From an optimization exercise on the open Yosys and OpenROAD flow, aimed at small area, a short achievable clock period and few clock cycles per item; shortcuts taken in it are not production practice.
In this exercise RTL edits were held to simulation tests only and were not proved equivalent to the original.
Power is estimated from default activity; no workload was simulated.

Setup of v6:
// lpc_decoder
module lpc_decoder(
			input wire ACLK,
			input wire ARESET_N,
			input wire[79:0] TDATA,
			input wire TVALID,
			output wire TREADY,
			input wire EN,
			input wire TUSER,
			input wire TLAST,
			output wire[15:0] OUT_DECODED,
			output wire OUT_VALID,
			input wire OUT_READY,
			output wire OUT_LAST,
			output wire OUT_USER
		);
Size in the first run: ~440 cells after synthesis, roughly 110 flip-flops, roughly 110 I/O pins, ~0.0057 mm² of cells after synthesis.
clock: 5.0 ns
lec_check: 0
cap_margin: 20
core_margin: 2
core_utilization: 50
setup_slack_margin: 3.1
slew_margin: 20
standard.sh (not shown) runs the stock make flow with config.mk's settings and CLKGATE_MAP_FILE= SYNTH_SCRIPT=/design/flow/synth_recipe.tcl, a recipe that flattens the netlist after the stock synthesis.
==> flow/flow/run.sh <==
#!/bin/bash
# The standard layout (the standard.sh: ORFS synthesis to finish) with three
# changes: port buffers are buf_1 cells instead of the delay cells ORFS picks,
# clock tree synthesis adds no dummy loads, and it may use smaller clock buffers.
# Each make run writes its full output to a log file in this folder.
set -euo pipefail
here=$(pwd)
CTS="-sink_clustering_enable -repair_clock_nets -dont_use_dummy_load"
bash standard.sh \
  BUFFER_PORTS_ARGS="-buffer_cell sky130_fd_sc_hd__buf_1" \
  CTS_ARGS="$CTS" \
  finish > "$here/standard_make.log" 2>&1
Having completed the whole flow, v6 delivered a layout that passed the timing, DRC and antenna checks.
Testbench counts of v6, summed over its fixed seeds: cycles 12,816, items 3,200.
> inputs changed (v6 -> v7)
# v6
export LEC_CHECK = 0
export CAP_MARGIN = 20
export CORE_MARGIN = 2
export CORE_UTILIZATION = 50
export SETUP_SLACK_MARGIN = 3.1
export SLEW_MARGIN = 20
create_clock -name core_clock -period 5.0 [get_ports {ACLK}]
# v7
export LEC_CHECK = 0
export ABC_AREA = 1
export CAP_MARGIN = 20
export CORE_MARGIN = 2
export CORE_UTILIZATION = 40
export SETUP_SLACK_MARGIN = 3.0
export SLEW_MARGIN = 20
create_clock -name core_clock -period 5.0 [get_ports {ACLK}]
Notes after the runs:
- The higher count of non-CTS buffers in the layout of v7 and v6 is in v7.
- NOTE height of the chip v6->v7 increased by more than 10%
- Re sequential share of layout area: v7 is 4.6 points down on v6.
- Utilization v6 -> v7: down
- The lower critical path depth came out of v7.

* * *

north:
Another version of the RTL of lpc_decoder (not shown whole).
Size in the first run: roughly 5700 um^2 of cells after synthesis.
==> flow/config.mk <==
export PLATFORM = sky130hd
export DESIGN_NAME = lpc_decoder
export DESIGN_NICKNAME = lpc_decoder
export VERILOG_FILES = /design/flow/design.v
export SDC_FILE = /design/flow/constraint.sdc
export NUM_CORES = 4
export LEC_CHECK = 0
export CAP_MARGIN = 20
export CORE_MARGIN = 2
export CORE_UTILIZATION = 40
export SETUP_SLACK_MARGIN = 3.0
export SLEW_MARGIN = 20
==> flow/constraint.sdc <==
create_clock -name core_clock -period 5.0 [get_ports {ACLK}]
set_input_delay 1.0000 -clock core_clock [delete_from_list [all_inputs] [get_ports {ACLK}]]
set_output_delay 1.0000 -clock core_clock [all_outputs]
set_load 0.01 [all_outputs]
==> flow/flow/run.sh <==
#!/bin/bash
# The standard layout (the standard.sh: ORFS synthesis to finish) with three
# changes: port buffers are buf_1 cells instead of the delay cells ORFS picks,
# clock tree synthesis adds no dummy loads, and it may use smaller clock buffers.
# Each make run writes its full output to a log file in this folder.
set -euo pipefail
here=$(pwd)
CTS="-sink_clustering_enable -repair_clock_nets -dont_use_dummy_load -buf_list {sky130_fd_sc_hd__clkbuf_4 sky130_fd_sc_hd__clkbuf_8}"
bash standard.sh \
  BUFFER_PORTS_ARGS="-buffer_cell sky130_fd_sc_hd__buf_1" \
  CTS_ARGS="$CTS" \
  finish > "$here/standard_make.log" 2>&1
Testbench counts of north, summed over its fixed seeds: cycles 12,816, items 3,200.
### north -> south
Settings: a change of SETUP_SLACK_MARGIN from 3.0 to 3.25.
--- a/flow/flow/run.sh
+++ b/flow/flow/run.sh
@@ -8 +8 @@
-CTS="-sink_clustering_enable -repair_clock_nets -dont_use_dummy_load -buf_list {sky130_fd_sc_hd__clkbuf_4 sky130_fd_sc_hd__clkbuf_8}"
+CTS="-sink_clustering_enable -repair_clock_nets -dont_use_dummy_load"
Findings:
north finished end to end and its layout was clean on timing, DRC and antenna.
No stage failed in south, and the final checks on the layout all came back clean.
Between south and north, the clock power is higher for south.
The end of the critical path comes out o_d[10] in one run and o_d[15] in the other, namely in south and north respectively.
Worst setup slack delta for south relative to north: 0.049 ns higher
When the final numbers for south and north were put side by side, the maximum frequency turned out to be smaller in north.
Number of enable-type register cells in the synthesized netlist: south vs north identical
Relative to north, part of the cycle the worst path needs has gone down in south.
Die area: south vs north identical
Met3 capacity usage during global routing, south and north: smaller value in north
south falls short of north in total power of the final layout.
Looking at clock share of power across south and north, the one that comes out higher is south.
Relative to south, the following input files were edited for east:
Settings: changing SETUP_SLACK_MARGIN from 3.25 to 3.0.
Notes after the runs:
east consumes less power than south does. Going from south to east, routed length on met1 -about 4%; wire length of the first global-routing pass -about 9%. east: post-layout minimum cycle time is 0.017 ns higher than what south reported. Count of cells along the worst register-to-register path in east is 1 lower than in south. Delta (east minus south): fmax shows a reduction of about 0.8%; fraction of area in registers shows an increase of 2.1 points. Summary of east over south: count of buffers not belonging to the clock network in the layout decreased by 2.2% relative to the old numbers; fraction of the cycle the final worst path needs increased by 0.33 points relative to the old numbers. east: flow completed, timing, DRC and antenna clean.
The following lists how west was set up differently from east:
Settings: changing CORE_UTILIZATION from 40 to 65.
- [compare] base=east new=west: share of the core filled with cells in the final layout climbed 28 points; overall fraction of global-route tracks in use shows an increase of 8.9 points; post-synthesis compound-gate area fraction roughly the same; routed length on met3 now sits higher; hold slack down 0.017 ns.
- Row synthesis-to-finish area growth: west lower / east higher
- Sort west and east by power per unit of standard cell area asc -> top: west
- Compared with east, west shows power that has gone down by a few percent.
- west ended with more part of the power in combinational logic than east.

-- re-timing with driven ports --
The flow's constraints put no driver on any port. The routed layouts listed below were extracted and timed again, unchanged, in two steps.
Step 1: set_driving_cell puts a clkbuf_16 on ACLK and a buf_2 on each other input, an assumption about the parent block.
Step 2, shift: input delay + t, output delay - t, t = (earliest + latest rising clock arrival at the registers) / 2. This alone moves slack from input paths to output paths.
Three values: ideal ports, drivers, drivers and shift; two values: the first two.
run | t, ns | setup slack, ns | latest minus earliest clock arrival (ns) | slew at the worst register clock pin (ns) | pins driven straight from the clock port
v6 | 0.381 | 3.059 / 3.049 / 2.803 | 0.016 / 0.016 | 0.07 / 0.07 | 1
v7 | 0.392 | 3.053 / 3.012 / 2.721 | 0.016 / 0.016 | 0.08 / 0.08 | 1
north | 0.402 | 2.997 / 2.976 / 2.799 | 0.031 / 0.031 | 0.11 / 0.11 | 1
south | 0.371 | 3.046 / 3.046 / 2.774 | 0.017 / 0.017 | 0.07 / 0.07 | 1
east | 0.371 | 3.030 / 3.009 / 2.742 | 0.022 / 0.022 | 0.08 / 0.08 | 1
west | 0.389 | 2.999 / 2.989 / 2.840 | 0.028 / 0.028 | 0.10 / 0.10 | 1
After both steps setup and hold are still met in every run listed. The setup slack of v7, which loses most, moves by -0.041 ns with the drivers and by -0.332 ns with both steps.
